Context: an optimization exercise on an open-source flow, tuned for small area. The choices shown serve that exercise and are no tape-out recipe. The RTL was checked by simulation tests, not by an equivalence proof against the original design.

==> flow/design.v (outline; a module is shown in full before it is edited, if it fits) <==
// module CORDIC_COS_SIN: 1294 lines
module CORDIC_COS_SIN #(
    parameter DATA_WIDTH = 16,
    parameter PHASE_WIDTH = 32,
    parameter STAGE = 16
) (
    input clk,
    input rst,
    input en,
    input mode,
    input signed [DATA_WIDTH-1:0] x0,
    input signed [DATA_WIDTH-1:0] y0,
    input signed [PHASE_WIDTH-1:0] phase,
    output valid,
    output [DATA_WIDTH:0] cos,
    output [DATA_WIDTH:0] sin
);
  // ...
==> flow/run.sh <==
#!/bin/bash
# synth_recipe.tcl (not shown) runs the flow's synth.tcl, then flattens the netlist and writes it again
# the make line also repeats each setting of config.mk as NAME=value (left out here)
make -C /OpenROAD-flow-scripts/flow DESIGN_CONFIG=/design/flow/config.mk WORK_HOME=/design/flow/orfs CLKGATE_MAP_FILE= SYNTH_SCRIPT=/design/flow/synth_recipe.tcl finish
==> flow/config.mk <==
export PLATFORM = sky130hd
export DESIGN_NAME = CORDIC_COS_SIN
export DESIGN_NICKNAME = CORDIC_COS_SIN
export VERILOG_FILES = /design/flow/design.v
export SDC_FILE = /design/flow/constraint.sdc
export NUM_CORES = 4
export LEC_CHECK = 0
export ABC_AREA = 1
export CAP_MARGIN = 20
export CORE_MARGIN = 2
export CORE_UTILIZATION = 40
export GPL_TIMING_DRIVEN = 0
export SLEW_MARGIN = 20
==> flow/constraint.sdc <==
create_clock -name core_clock -period 5.0 [get_ports {clk}]
set_input_delay 1.0000 -clock core_clock [delete_from_list [all_inputs] [get_ports {clk}]]
set_output_delay 1.0000 -clock core_clock [all_outputs]
set_load 0.01 [all_outputs]
==> flow_summary_export.csv, run 1 <==
group,metric,value,unit
timing,report.final.slew_viol_count,0,
timing,skew,27.4,ps
synthesis,synth-seq-cells,358,
clocking,cts_hold_buf,0,
place,pre_cts_ws,-1030,ps
timing,setup_viol,0,
min_path,hold_path_depth,0,
final_layout,instances_no_fill,5704,
timing,setup_slack,257,ps
synthesis,synth_xor_xnor_area_share,0.172,
synthesis,ys_types,60,
worst_setup_path,crit_path_max_fanout,3,
synthesis,synth_top_area_frac,0.200,
final_layout,buf_share,0.0420,
global_routing,grt_pass1_wl,118000,um
final_layout,antenna_cells,0,
final_layout,multi_input_cells,3153,
final_layout,n_fill_cell,8579,
outcome,status,"finished clean",
min_path,min_path_type,"flip-flop to flip-flop",
final_layout,seq_cells,358,
place,finalWeightedCongestion,0.861,
place,dp_hpwl,58400,um
synthesis,synth_top_flop_cell,"dfxtp_1",
detailed_routing,antenna_left,0,
worst_setup_path,startpoint_type,"flip-flop",
place,io_buffers,95,
timing,fin_crit,4740,ps
synthesis,synth.most_common_cell,"nand2_1",
clocking,clock-sinks,358,
synthesis,synth_area_leaders,"dfxtp_1 (20%), ha_1 (18%), fa_1 (11%)",
floorplan,rows,108,
synthesis,syn-cell-area,0.0350,mm2
final_layout,dominant_cells,"multi-input combinational cells",
detailed_routing,dr.pass1.iters,5,
final_layout,final_common_cell,"nand2_1",
floorplan,dieHeight,300,um
final_layout,inv_count,769,
==> inputs of run 2 (changes only) <==
--- a/flow/config.mk
+++ b/flow/config.mk
@@ -11,3 +11,3 @@
 export CORE_UTILIZATION = 40
-export GPL_TIMING_DRIVEN = 0
+export CTS_BUF_LIST = sky130_fd_sc_hd__clkbuf_4
 export SLEW_MARGIN = 20
==> run 2 against run 1 <==
- die area stayed put
- via count is 1.3% higher
- largest cell class unchanged
==> flow_summary_export.csv, run 2 <==
group,metric,value,unit
timing,clock.fmax,212,MHz
detailed_routing,drtIter0Drc,636,
synthesis,yosys-top-cells-count,"nand2_1 (840), inv_1 (754), ha_1 (494)",
worst_setup_path,rr_startpoint,"xr6[12]",
min_path,hold_path_depth,0,
synthesis,syn_inst,4320,
final_layout,drive_gt1_frac,0.0936,
timing,finalCritPeriodShare,0.942,
floorplan,dieHeight,300,um
final_layout,final_common_cell,"nand2_1",
synthesis,synth.most_common_cell,"nand2_1",
synthesis,synth_top_area_frac,0.200,
worst_setup_path,crit_required,4000,ps
worst_setup_path,r2r-end,"xr7[12]",
synthesis,ys_types,60,
worst_setup_path,crit_path_max_fanout,3,
worst_setup_path,rrSetupSlack,370,ps
floorplan,dieArea,0.0898,mm2
worst_setup_path,path_class,"flip-flop to primary output",
global_routing,grt_max_degree,45,
place,io_buffers,95,
place,placed_area,0.0377,mm2
final_layout,n_fill_cell,8696,
worst_setup_path,critPathLaunch,"yr8[14]",
synthesis,avgSynthCellArea,8.10,um2
final_layout,nNetsFinal,5335,
timing,fin_crit,4710,ps
worst_setup_path,end_kind,"primary output",
detailed_routing,drc,0,
global_routing,grtUsageTotal,0.154,
worst_setup_path,startpoint_type,"flip-flop",
run,cap_violations,0,
floorplan,core-area,0.0868,mm2
synthesis,yosys_warnings,1,
clocking,clock_latency,900,ps
worst_setup_path,arrival,3710,ps
final_layout,syn_to_final_growth,13.0,%
detailed_routing,dr_total_vias,26800,
synthesis,syn-cell-area,0.0350,mm2
timing,skew,81.0,ps
clocking,cts.clk_slew.worst_paths,70,ps
clocking,cts-root-buf,"clkbuf_4",
detailed_routing,antenna_left,0,
timing,relSlewSlack,0.480,
detailed_routing,wl_per_cell,11.7,um
clocking,htree_num_levels,3,
clocking,cts_tree,"built",
synthesis,synth_area_leaders,"dfxtp_1 (20%), ha_1 (18%), fa_1 (11%)",
timing,rsz0062_at_grt,"true",
min_path,min_path_type,"flip-flop to flip-flop",
outcome,status,"finished clean",
timing,hold_violations,0,
clocking,cts.path.max_buffers,3,
synthesis,synth_top_flop_cell,"dfxtp_1",
clocking,cts_buffers,99,
global_routing,overflow,0,
synthesis,synth_seq_area_share,0.206,
synthesis,synth-seq-cells,358,
final_layout,stdcell_area,0.0395,mm2
synthesis,synth_edf_count,0,
clocking,clock-sinks,358,
global_routing,grt_pass1_vias,26800,
floorplan,ios,103,
timing,setup_viol,0,
floorplan,rows,108,
detailed_routing,dr.pass1.iters,4,
final_layout,final_cell_mix,"nand2_1 (836), inv_1 (752), ha_1 (480), xor2_1 (365), dfxtp_1 (345)",
place,placed_cells,5610,
detailed_routing,drt-total-wl,67900,um
timing,report.final.slew_viol_count,0,
global_routing,antenna_found_initial,2,
min_path,hp-start,"zr2[0]",
worst_setup_path,r2r_cells,28,
global_routing,grt_pass1_wl,117000,um
place,finalWeightedCongestion,0.839,
place,dp_hpwl,57600,um
floorplan,die_w,300,um
floorplan,start_util,0.403,
final_layout,instances_no_fill,5795,
synthesis,async_reset_ff_frac,0.0223,
min_path,min_to,"zr3[0]",
timing,tightest_slew,780,ps
synthesis,yosys.area.top_type,"dfxtp_1",
detailed_routing,vias_per_cell,4.63,
synthesis,synth_nets,5082,
[run 2: cell counts after synthesis]
Identical to the previous run, type by type.
[run 2: how the worst max path moves through the flow]
stage | to | slack [ps]
after global placement | xr4[15] | 170
after global routing | xr4[15] | -70
after detailed placement | xr4[15] | 130
final | cos[15] | 290
after floorplan | xr2[15] | 180
after CTS | cos[15] | 10
[run 2: timing repair]
item,CTS,global route
hold endpoints to repair,0,0
setup buffers,3,14
pin swaps,4,15
gates resized for setup,21,77
setup endpoints to repair,15,60
hold buffers,0,0
[run 2: layout make-up]
| type | instances | area, um2 | area share |
|---|---|---|---|
| Timing Repair Buffer | 192 | 1710 | 0.0431 |
| Sequential cell | 358 | 7210 | 0.182 |
| Tap cell | 1155 | 1450 | 0.0366 |
| Clock buffer | 128 | 961 | 0.0243 |
| Antenna cell | 4 | 10.0 | 0.000253 |
| Multi-Input combinational cell | 3153 | 25100 | 0.635 |
| Inverter | 769 | 2900 | 0.0732 |
| Clock inverter | 36 | 183 | 0.00462 |
[run 2: critical path, cell delays in order (launching register included)]
cell and delay, ps:
dfxtp_2 330, ha_1 190, fa_2 360, nand3_2 90
nand3_4 90, a31oi_4 160, inv_1 60, a31o_2 210
a31o_2 210, nand3_1 60, nand2_1 80, nand3_1 90
nand2_2 80, fa_1 380, xor2_1 160, dlygate4sd2_1 280
[run 2: layer usage]
layer,track usage,up-vias,routed length (um)
met5,0,-,0
met4,0.0610,0,2460
met3,0.0249,162,1700
met2,0.315,273,37500
met1,0.151,12200,26300
li1,-,14200,-
[run 2: metrics by stage]
step           setup TNS [ps]   util  worst slack [ps]  hold WS [ps]
5_1_grt                  -176  0.456             -66.9           298
3_3_place_gp                0  0.435               165           314
6_report                    0  0.456               290           320
3_5_place_dp                0  0.435               130           312
2_1_floorplan               0      -               183           310
4_1_cts                     0  0.449              12.4           258
[run 2: cell families (layout without fill, tap and decap cells)]
kind of cell / Yosys count / in the layout / share of synthesized area
AND/OR/NAND/NOR: 1298 / 1298 / 0.160
buffers and inverters: 809 / 1125 / 0.0904
AO/OA/AOI/OAI: 513 / 513 / 0.0802
other: 0 / 4 / 0
adder cells (fa/ha/maj): 694 / 694 / 0.291
XOR/XNOR: 648 / 648 / 0.172
flip-flops: 358 / 358 / 0.206
==> inputs of run 3 (changes only) <==
--- a/flow/config.mk
+++ b/flow/config.mk
@@ -11,3 +11,2 @@
 export CORE_UTILIZATION = 40
-export CTS_BUF_LIST = sky130_fd_sc_hd__clkbuf_4
 export SLEW_MARGIN = 20
==> run 3 against run 2 <==
- clock skew fell by 59 ps
- first-iteration DRC count rose by 1.1%
- critical path depth up 3
- cell area grew 0.66%
- synthesized cell count stayed put
- worst setup slack lost 50 ps
- critical path type unchanged
- critical endpoint is now sin[14]
- largest cell class unchanged
==> flow_summary_export.csv, run 3 <==
group,metric,value,unit
synthesis,async_reset_ff_frac,0.0223,
worst_setup_path,rr_startpoint,"xr6[12]",
final_layout,multi_input_area,0.0250,mm2
global_routing,grt_max_degree,45,
worst_setup_path,r2r_cells,28,
synthesis,avgSynthCellArea,8.10,um2
run,cap_violations,0,
synthesis,synth_nets,5082,
floorplan,start_util,0.403,
timing,relSlewSlack,0.459,
timing,hold_violations,0,
place,io_buffers,95,
min_path,hold_path_depth,0,
place,dp_hpwl,57600,um
synthesis,yosys-top-cells-count,"nand2_1 (840), inv_1 (754), ha_1 (494)",
timing,fin_crit,4760,ps
final_layout,seqCellArea,0.00721,mm2
worst_setup_path,rrSetupSlack,350,ps
final_layout,antenna_cells,0,
final_layout,syn_to_final_growth,13.8,%
final_layout,final_common_cell,"nand2_1",
worst_setup_path,crit_required,4000,ps
clocking,htree_num_levels,2,
place,finalWeightedCongestion,0.839,
synthesis,synth-seq-cells,358,
synthesis,ys_types,60,
global_routing,antenna_found_initial,0,
synthesis,synth_seq_area_share,0.206,
final_layout,drive_gt1_frac,0.0753,
floorplan,dieArea,0.0898,mm2
timing,skew,21.6,ps
clocking,cts.clk_slew.worst_paths,60,ps
worst_setup_path,crit_path_max_fanout,14,
timing,setup_viol,0,
timing,finalCritPeriodShare,0.952,
detailed_routing,drt-total-wl,67700,um
clocking,cts-root-buf,"clkbuf_16",
synthesis,synth_top_flop_cell,"dfxtp_1",
final_layout,nNetsFinal,5267,
global_routing,grtUsageTotal,0.153,
place,placed_area,0.0377,mm2
floorplan,dieHeight,300,um
clocking,clock_latency,590,ps
global_routing,grt_pass1_vias,26500,
synthesis,syn_inst,4320,
worst_setup_path,endpoint,"sin[14]",
synthesis,yosys_warnings,1,
detailed_routing,drtIter0Drc,643,
synthesis,synth_top_area_frac,0.200,
floorplan,die_w,300,um
worst_setup_path,startpoint_type,"flip-flop",
floorplan,ios,103,
clocking,cts.path.max_buffers,3,
detailed_routing,drc,0,
timing,report.final.slew_viol_count,0,
synthesis,synth.most_common_cell,"nand2_1",
worst_setup_path,critPathLaunch,"xr8[16]",
detailed_routing,antenna_left,0,
synthesis,synth_edf_count,0,
timing,rsz0062_at_grt,"true",
synthesis,yosys.area.top_type,"dfxtp_1",
synthesis,syn-cell-area,0.0350,mm2
detailed_routing,dr_total_vias,26400,
detailed_routing,vias_per_cell,4.63,
worst_setup_path,end_kind,"primary output",
final_layout,final_cell_mix,"nand2_1 (836), inv_1 (752), ha_1 (482), xor2_1 (365), dfxtp_1 (347)",
final_layout,final_util,0.459,
global_routing,overflow,0,
worst_setup_path,r2r-end,"xr7[12]",
min_path,hp-start,"zr2[0]",
global_routing,grt_pass1_wl,117000,um
outcome,status,"finished clean",
min_path,min_path_type,"flip-flop to flip-flop",
floorplan,rows,108,
clocking,clock-sinks,358,
timing,fin_hold_ws,318,ps
clocking,cts_tree,"built",
worst_setup_path,path_class,"flip-flop to primary output",
final_layout,stdcell_area,0.0398,mm2
synthesis,synth_area_leaders,"dfxtp_1 (20%), ha_1 (18%), fa_1 (11%)",
worst_setup_path,arrival,3760,ps
final_layout,n_fill_cell,8602,
floorplan,core-area,0.0868,mm2
detailed_routing,wl_per_cell,11.9,um
timing,tightest_slew,812,ps
timing,clock.fmax,210,MHz
detailed_routing,dr.pass1.iters,4,
clocking,cts_buffers,45,
run 3: changes by cell type in the layout (fill, tap and decap cells not counted), moves of 3 or more:
cell / before / now
clkbuf_16: 0 / 45
clkinv_1: 25 / 3
inv_6: 0 / 3
buf_4: 92 / 77
bufinv_16: 1 / 7
clkbuf_8: 0 / 9
diode_2: 4 / 0
clkbuf_4: 128 / 0
dlygate4sd2_1: 6 / 0
clkbuf_1: 0 / 8
inv_2: 14 / 11
clkdlybuf4s50_1: 87 / 92
run 3: per-stage QoR:
step	std cells	worst slack [ps]	TNS (ps)
6_report	5695	239	0
3_3_place_gp	5610	165	0
2_1_floorplan	4320	183	0
3_5_place_dp	5610	130	0
4_1_cts	5692	-26.4	-26.4
5_1_grt	5695	-54.7	-242
run 3: area by class of cell:
type,count,area share
Multi-Input combinational cell,3153,0.629
Sequential cell,358,0.181
Inverter,769,0.0728
Timing Repair Buffer,178,0.0408
Tap cell,1155,0.0363
Clock buffer,62,0.0322
Clock inverter,20,0.00764
run 3: logic make-up (layout without fill, tap and decap cells):
family | after synthesis | in the layout | synth area share
and+or+nand+nor | 1298 | 1298 | 0.160
buffers and inverters | 809 | 1029 | 0.0904
adders and majority gates | 694 | 694 | 0.291
xor gates and xnor gates | 648 | 648 | 0.172
AOI/OAI and AO/OA | 513 | 513 | 0.0802
DFF | 358 | 358 | 0.206
run 3: how the worst min path moves through the flow:
stage,end,slack [ps]
2_1_floorplan,zr3[0],310
3_3_place_gp,zr3[0],310
3_5_place_dp,zr3[0],310
4_1_cts,zr3[0],310
5_1_grt,zr3[0],320
6_report,zr3[0],320
run 3: repair_timing:
| action | CTS | global route |
|---|---|---|
| resized for setup | 2 | 77 |
| setup buffers | 0 | 3 |
| hold buffers | 0 | 0 |
| pin swaps | 0 | 15 |
| gates cloned | 0 | 0 |
| setup endpoints to repair | 3 | 51 |
run 3: per-layer routing:
layer / GRT usage / vias to the layer above / part of all wire
li1: - / 14000 / -
met1: 0.155 / 12000 / 0.39
met2: 0.318 / 225 / 0.55
met3: 0.0176 / 127 / 0.022
met4: 0.0488 / 0 / 0.031
met5: 0 / - / 0
run 3: critical path: stages (launching register included):
cell and delay [ps]:
dfxtp_1 330, inv_1 60, buf_4 190, ha_1 210, a21o_1 180, a31oi_2 260
inv_1 90, a31oi_2 200, o21ai_1 130, nand3_1 80, nand2_1 80, nand3_1 70
nand2_1 80, nand3_1 80, nand2_1 80, inv_1 80, fa_1 400, inv_1 60
clkdlybuf4s50_1 520
==> inputs of run 4 (changes only) <==
--- a/flow/config.mk
+++ b/flow/config.mk
@@ -11,2 +11,4 @@
 export CORE_UTILIZATION = 40
+export CTS_BUF_LIST = sky130_fd_sc_hd__clkbuf_2 sky130_fd_sc_hd__clkbuf_4
+export CTS_CLUSTER_SIZE = 20
 export SLEW_MARGIN = 20
==> run 4 against run 3 <==
- first-iteration DRC count is 1.1% lower
- cell area is 0.65% lower
- critical path depth is 3 lower
- highest routed layer unchanged
==> flow_summary_export.csv, run 4 <==
group,metric,value,unit
outcome,status,"finished clean",
timing,setup_viol,0,
run,cap_violations,0,
synthesis,yosys-top-cells-count,"nand2_1 (840), inv_1 (754), ha_1 (494)",
timing,fin_crit,4710,ps
floorplan,dieArea,0.0898,mm2
timing,rsz0062_at_grt,"true",
global_routing,overflow,0,
final_layout,drive_gt1_frac,0.0936,
clocking,cts-root-buf,"clkbuf_4",
timing,relSlewSlack,0.480,
worst_setup_path,rr_startpoint,"xr6[12]",
detailed_routing,antenna_left,0,
synthesis,synth_edf_count,0,
global_routing,grt_max_degree,45,
synthesis,ys_types,60,
final_layout,final_common_cell,"nand2_1",
place,finalWeightedCongestion,0.839,
synthesis,syn_inst,4320,
clocking,cts_tree,"built",
worst_setup_path,crit_required,4000,ps
final_layout,final_cell_mix,"nand2_1 (836), inv_1 (752), ha_1 (480), xor2_1 (365), dfxtp_1 (345)",
timing,clock.fmax,212,MHz
clocking,cts.path.max_buffers,3,
synthesis,synth_nets,5082,
detailed_routing,wl_per_cell,11.7,um
worst_setup_path,path_class,"flip-flop to primary output",
global_routing,grtUsageMet3,0.0249,
place,dp_hpwl,57600,um
floorplan,die_w,300,um
worst_setup_path,rrSetupSlack,370,ps
floorplan,rows,108,
worst_setup_path,r2r-end,"xr7[12]",
synthesis,syn-cell-area,0.0350,mm2
clocking,cts_hold_buf,0,
min_path,min_path_type,"flip-flop to flip-flop",
detailed_routing,drtIter0Drc,636,
synthesis,yosys_warnings,1,
clocking,clock_latency,900,ps
timing,setup_slack,290,ps
detailed_routing,vias_per_cell,4.63,
synthesis,synth.most_common_cell,"nand2_1",
global_routing,grt.met2_usage,0.315,
timing,report.final.slew_viol_count,0,
worst_setup_path,startpoint_type,"flip-flop",
place,pre_cts_ws,130,ps
timing,hold_violations,0,
global_routing,top_usage_layer,"met2",
place,io_buffers,95,
min_path,hold_path_depth,0,
min_path,min_to,"zr3[0]",
worst_setup_path,arrival,3710,ps
synthesis,async_reset_ff_frac,0.0223,
timing,skew,81.0,ps
detailed_routing,dr.pass1.iters,4,
synthesis,synth_area_leaders,"dfxtp_1 (20%), ha_1 (18%), fa_1 (11%)",
clocking,clock-sinks,358,
min_path,hp-start,"zr2[0]",
worst_setup_path,r2r_cells,28,
synthesis,synth_top_flop_cell,"dfxtp_1",
floorplan,ios,103,
global_routing,grt_pass1_wl,117000,um
detailed_routing,drt-total-wl,67900,um
synthesis,yosys.area.top_type,"dfxtp_1",
floorplan,core-area,0.0868,mm2
worst_setup_path,crit_path_max_fanout,3,
detailed_routing,drc,0,
synthesis,synth_top_area_frac,0.200,
timing,finalCritPeriodShare,0.942,
global_routing,use_met1,0.151,
clocking,htree_num_levels,3,
timing,tightest_slew,780,ps
floorplan,dieHeight,300,um
final_layout,syn_to_final_growth,13.0,%
timing,fin_hold_ws,320,ps
global_routing,antenna_found_initial,2,
synthesis,synth_seq_area_share,0.206,
final_layout,nNetsFinal,5335,
worst_setup_path,end_kind,"primary output",
global_routing,grtUsageTotal,0.154,
floorplan,start_util,0.403,
synthesis,synth-seq-cells,358,
global_routing,grt_pass1_vias,26800,
detailed_routing,dr_total_vias,26800,
clocking,cts.clk_slew.worst_paths,70,ps
synthesis,avgSynthCellArea,8.10,um2
clocking,cts_buffers,99,
run 4: logic make-up after synthesis:
| logic type | after synthesis | share of synthesized area |
|---|---|---|
| adder cells (fa/ha/maj) | 694 | 0.291 |
| XOR/XNOR | 648 | 0.172 |
| flip-flops | 358 | 0.206 |
| AO/OA/AOI/OAI | 513 | 0.0802 |
| AND/OR/NAND/NOR | 1298 | 0.160 |
| buffers and inverters | 809 | 0.0904 |
run 4: worst max-delay path: stages (launching register included):
cell,delay [ps]
dfxtp_2,330
ha_1,190
fa_2,360
nand3_2,90
nand3_4,90
a31oi_4,160
inv_1,60
a31o_2,210
a31o_2,210
nand3_1,60
nand2_1,80
nand3_1,90
nand2_2,80
fa_1,380
xor2_1,160
dlygate4sd2_1,280
run 4: cell type report:
class / count / area [um2]
Timing Repair Buffer: 192 / 1710
Antenna cell: 4 / 10.0
Inverter: 769 / 2900
Sequential cell: 358 / 7210
Multi-Input combinational cell: 3153 / 25100
Tap cell: 1155 / 1450
Fill cell: 8696 / 47200
Clock buffer: 128 / 961
Clock inverter: 36 / 183
run 4: worst max path at each step:
stage                    to  depth (start not counted)  slack [ps]     from
global placement    xr4[15]                         29         170  zr3[12]
CTS                 cos[15]                         15          10  yr8[14]
global route        xr4[15]                         31         -70  zr3[12]
finish              cos[15]                         15         290  yr8[14]
detailed placement  xr4[15]                         29         130  zr3[12]
floorplan           xr2[15]                         27         180  zr1[16]
run 4: what timing repair did:
item,CTS,global route
endpoints found under the setup margin,15,60
resized for setup,21,77
setup buffers,3,14
pin swaps,4,15
run 4: stage by stage:
| stage | util | cells | area (um2) | TNS [ps] |
|---|---|---|---|---|
| 2_1_floorplan | - | 4320 | 35000 | 0 |
| 3_5_place_dp | 0.435 | 5610 | 37700 | 0 |
| 4_1_cts | 0.449 | 5777 | 38900 | 0 |
| 3_3_place_gp | 0.435 | 5610 | 37700 | 0 |
| 5_1_grt | 0.456 | 5795 | 39500 | -176 |
| 6_report | 0.456 | 5795 | 39500 | 0 |
run 4: metal layers:
| layer | wire length, um | up-vias |
|---|---|---|
| li1 | - | 14200 |
| met1 | 26300 | 12200 |
| met2 | 37500 | 273 |
| met3 | 1700 | 162 |
| met4 | 2460 | 0 |
| met5 | 0 | - |
==> inputs of run 5 (changes only) <==
--- a/flow/config.mk
+++ b/flow/config.mk
@@ -10,5 +10,6 @@
 export CORE_MARGIN = 2
-export CORE_UTILIZATION = 40
-export CTS_BUF_LIST = sky130_fd_sc_hd__clkbuf_2 sky130_fd_sc_hd__clkbuf_4
-export CTS_CLUSTER_SIZE = 20
+export CORE_UTILIZATION = 55
+export CTS_BUF_LIST = sky130_fd_sc_hd__clkbuf_4 sky130_fd_sc_hd__clkbuf_8
+export CTS_CLUSTER_DIAMETER = 60
+export CTS_CLUSTER_SIZE = 30
 export SLEW_MARGIN = 20
==> run 5 against run 4 <==
- still clean on timing, DRC and antenna
- global-route usage rose by 5.9 points
- via count down 2.2%
- utilization up 16 points
- synthesized cell count unchanged
- area after synthesis stayed put
- critical endpoint is now cos[14]
==> flow_summary_export.csv, run 5 <==
group,metric,value,unit
outcome,status,"finished clean",
final_layout,final_util,0.616,
global_routing,grt.met2_usage,0.429,
floorplan,dieArea,0.0656,mm2
floorplan,die_w,256,um
worst_setup_path,crit_top_cell,"nand3_1",
worst_setup_path,crit_buf_inv,2,
synthesis,synth_top_flop_cell,"dfxtp_1",
place,placed_cells,5295,
synthesis,synth.most_common_cell,"nand2_1",
synthesis,synth_area_leaders,"dfxtp_1 (20%), ha_1 (18%), fa_1 (11%)",
worst_setup_path,rrSetupSlack,370,ps
place,finalWeightedCongestion,0.826,
clocking,cts_buffers,39,
place,io_buffers,95,
worst_setup_path,arrival,3720,ps
detailed_routing,drc,0,
final_layout,drive_gt1_frac,0.0747,
clocking,clock-sinks,358,
place,dp_hpwl,59000,um
synthesis,synth_nets,5082,
detailed_routing,vias_per_cell,4.88,
global_routing,use_met1,0.234,
final_layout,syn_to_final_growth,10.8,%
worst_setup_path,path_class,"flip-flop to primary output",
clocking,cts_hold_buf,0,
worst_setup_path,slowest_stage,"fa_1",
synthesis,syn-cell-area,0.0350,mm2
timing,report.final.slew_viol_count,0,
detailed_routing,dr_total_vias,26200,
global_routing,grt_pass1_wl,118000,um
synthesis,synth_edf_count,0,
floorplan,rows,92,
synthesis,synth_top_area_frac,0.200,
timing,setup_viol,0,
floorplan,ios,103,
timing,tightest_slew,836,ps
worst_setup_path,crit_path_max_fanout,3,
worst_setup_path,r2r-end,"xr3[15]",
floorplan,start_util,0.555,
detailed_routing,drt-total-wl,68700,um
worst_setup_path,critPathLaunch,"yr8[14]",
worst_setup_path,path_cells,"ha_1, fa_1, nand3_1, nand3_2, a31oi_4, inv_1, a31o_2, a31o_2, nand3_1, nand2_1, nand3_1, nand2_1, fa_1, xnor2_1, dlygate4sd2_1",
min_path,min_path_type,"flip-flop to flip-flop",
timing,fin_crit,4720,ps
synthesis,synth-seq-cells,358,
clocking,clock_latency,660,ps
global_routing,overflow,0,
timing,relSlewSlack,0.443,
final_layout,final_common_cell,"nand2_1",
detailed_routing,drtIter0Drc,687,
timing,finalCritPeriodShare,0.944,
global_routing,grt_pass1_vias,26000,
worst_setup_path,startpoint_type,"flip-flop",
detailed_routing,antenna_left,0,
synthesis,ys_types,60,
clocking,cts-root-buf,"clkbuf_8",
synthesis,async_reset_ff_frac,0.0223,
synthesis,avgSynthCellArea,8.10,um2
synthesis,syn_inst,4320,
timing,hold_violations,0,
worst_setup_path,cpPeakStageDelay,510,ps
synthesis,synth_seq_area_share,0.206,
floorplan,core-area,0.0630,mm2
timing,skew,51.1,ps
global_routing,grt_max_degree,45,
worst_setup_path,path_depth,15,
timing,clock.fmax,212,MHz
worst_setup_path,critical_path.top_delay_family,"adder cells",
detailed_routing,dr.pass1.iters,5,
synthesis,yosys-top-cells-count,"nand2_1 (840), inv_1 (754), ha_1 (494)",
worst_setup_path,rr_startpoint,"zr2[14]",
clocking,cts.clk_slew.worst_paths,100,ps
min_path,hold_path_depth,0,
clocking,cts_tree,"built",
worst_setup_path,endpoint,"cos[14]",
global_routing,grtUsageMet3,0.0201,
floorplan,dieHeight,256,um
run,cap_violations,0,
timing,fin_hold_ws,357,ps
worst_setup_path,r2r_cells,25,
final_layout,final_cell_mix,"nand2_1 (835), inv_1 (751), ha_1 (483), xor2_1 (366), dfxtp_1 (348)",
clocking,htree_num_levels,2,
synthesis,yosys_warnings,1,
final_layout,nNetsFinal,5257,
synthesis,yosys.area.top_type,"dfxtp_1",
global_routing,top_usage_layer,"met2",
worst_setup_path,end_kind,"primary output",
global_routing,grtUsageTotal,0.213,
clocking,cts.path.max_buffers,3,
global_routing,antenna_found_initial,1,
detailed_routing,wl_per_cell,12.8,um
worst_setup_path,crit_required,4000,ps
final_layout,instances_no_fill,5373,
run 5: logic make-up (layout without fill, tap and decap cells):
family                     count (synthesis)  after routing  synth area share
AOI/OAI and AO/OA                        513            513            0.0802
xor gates and xnor gates                 648            648             0.172
adders and majority gates                694            694             0.291
buffers and inverters                    809           1015            0.0904
DFF                                      358            358             0.206
other                                      0              1                 0
and+or+nand+nor                         1298           1298             0.160
run 5: area by class of cell:
cell class                 instances  area, um2
clock inverter                    31        404
timing repair buffer             174       1590
inverter                         769       2900
clock buffer                      41        558
antenna                            1       2.50
multi-input combinational       3153      25000
sequential                       358       7210
tap                              846       1060
fill                            5841      24200
run 5: repair_timing:
| item | in CTS | in global routing |
|---|---|---|
| buffers inserted | 0 | 5 |
| gates resized for setup | 10 | 76 |
| pin swaps | 2 | 12 |
| endpoints found under the setup margin | 9 | 47 |
run 5: per-stage QoR:
step	instance area, um2	setup TNS (ps)	setup slack (ps)
after floorplan	35000	0	183
after global placement	37300	0	75.3
after detailed placement	37300	0	58.1
after CTS	38300	-47.2	-47.2
after global routing	38800	-12.3	-11.4
final	38800	0	279
run 5: how the worst min path moves through the flow:
stage	from	to	slack, ps
after floorplan	zr2[0]	zr3[0]	310
after global placement	zr2[0]	zr3[0]	330
after detailed placement	zr2[0]	zr3[0]	320
after CTS	vld[6]	vld[7]	360
after global routing	vld[6]	vld[7]	370
final	vld[6]	vld[7]	360
run 5: worst reg2reg max path: cells and delay by family, from the launching register on:
family / cells / cell delay, ps
buf+inv: 2 / 130
flops: 1 / 460
xor+xnor: 3 / 530
fa+ha+maj: 4 / 1330
simple gates: 13 / 1450
compound gates: 3 / 640
run 5: routing by layer:
metal	wire length (um)	part of all wire
met1	28800	0.42
met2	36900	0.54
met3	1160	0.017
met4	1810	0.026
met5	0	0

## re-timing with driven ports
The flow's constraints put no driver on any port. The routed layouts listed below were extracted and timed again, unchanged, in two steps. Step 1: set_driving_cell puts a clkbuf_16 on clk and a buf_2 on each other input, an assumption about the parent block. Step 2 adds t to the input delays and takes it off the output delays; t is the mean of the earliest and latest rising clock arrival at the registers after step 1. Input paths then give back, and output paths get back, about the clock's delay inside the block. Slacks: ideal ports / drivers / drivers and shift; pairs: ideal ports / drivers.
run | shift t [ns] | setup WS [ns] | worst hold slack (ns) | worst data-port slew with drivers (ns)
run 1 | 0.629 | 0.257 / 0.193 / -0.191 | 0.307 / 0.307 / 0.307 | 0.05
run 2 | 0.920 | 0.290 / 0.232 / 0.201 | 0.320 / 0.320 / 0.320 | 0.05
run 3 | 0.639 | 0.239 / 0.180 / 0.223 | 0.318 / 0.318 / 0.318 | 0.05
run 4 | 0.920 | 0.290 / 0.232 / 0.201 | 0.320 / 0.320 / 0.320 | 0.05
run 5 | 0.686 | 0.279 / 0.216 / 0.134 | 0.357 / 0.357 / 0.357 | 0.04
Met with ideal ports but missed after step 2: setup timing in run 1. The setup slack of run 1, which loses most, moves by -0.064 ns with the drivers and by -0.448 ns with both steps.
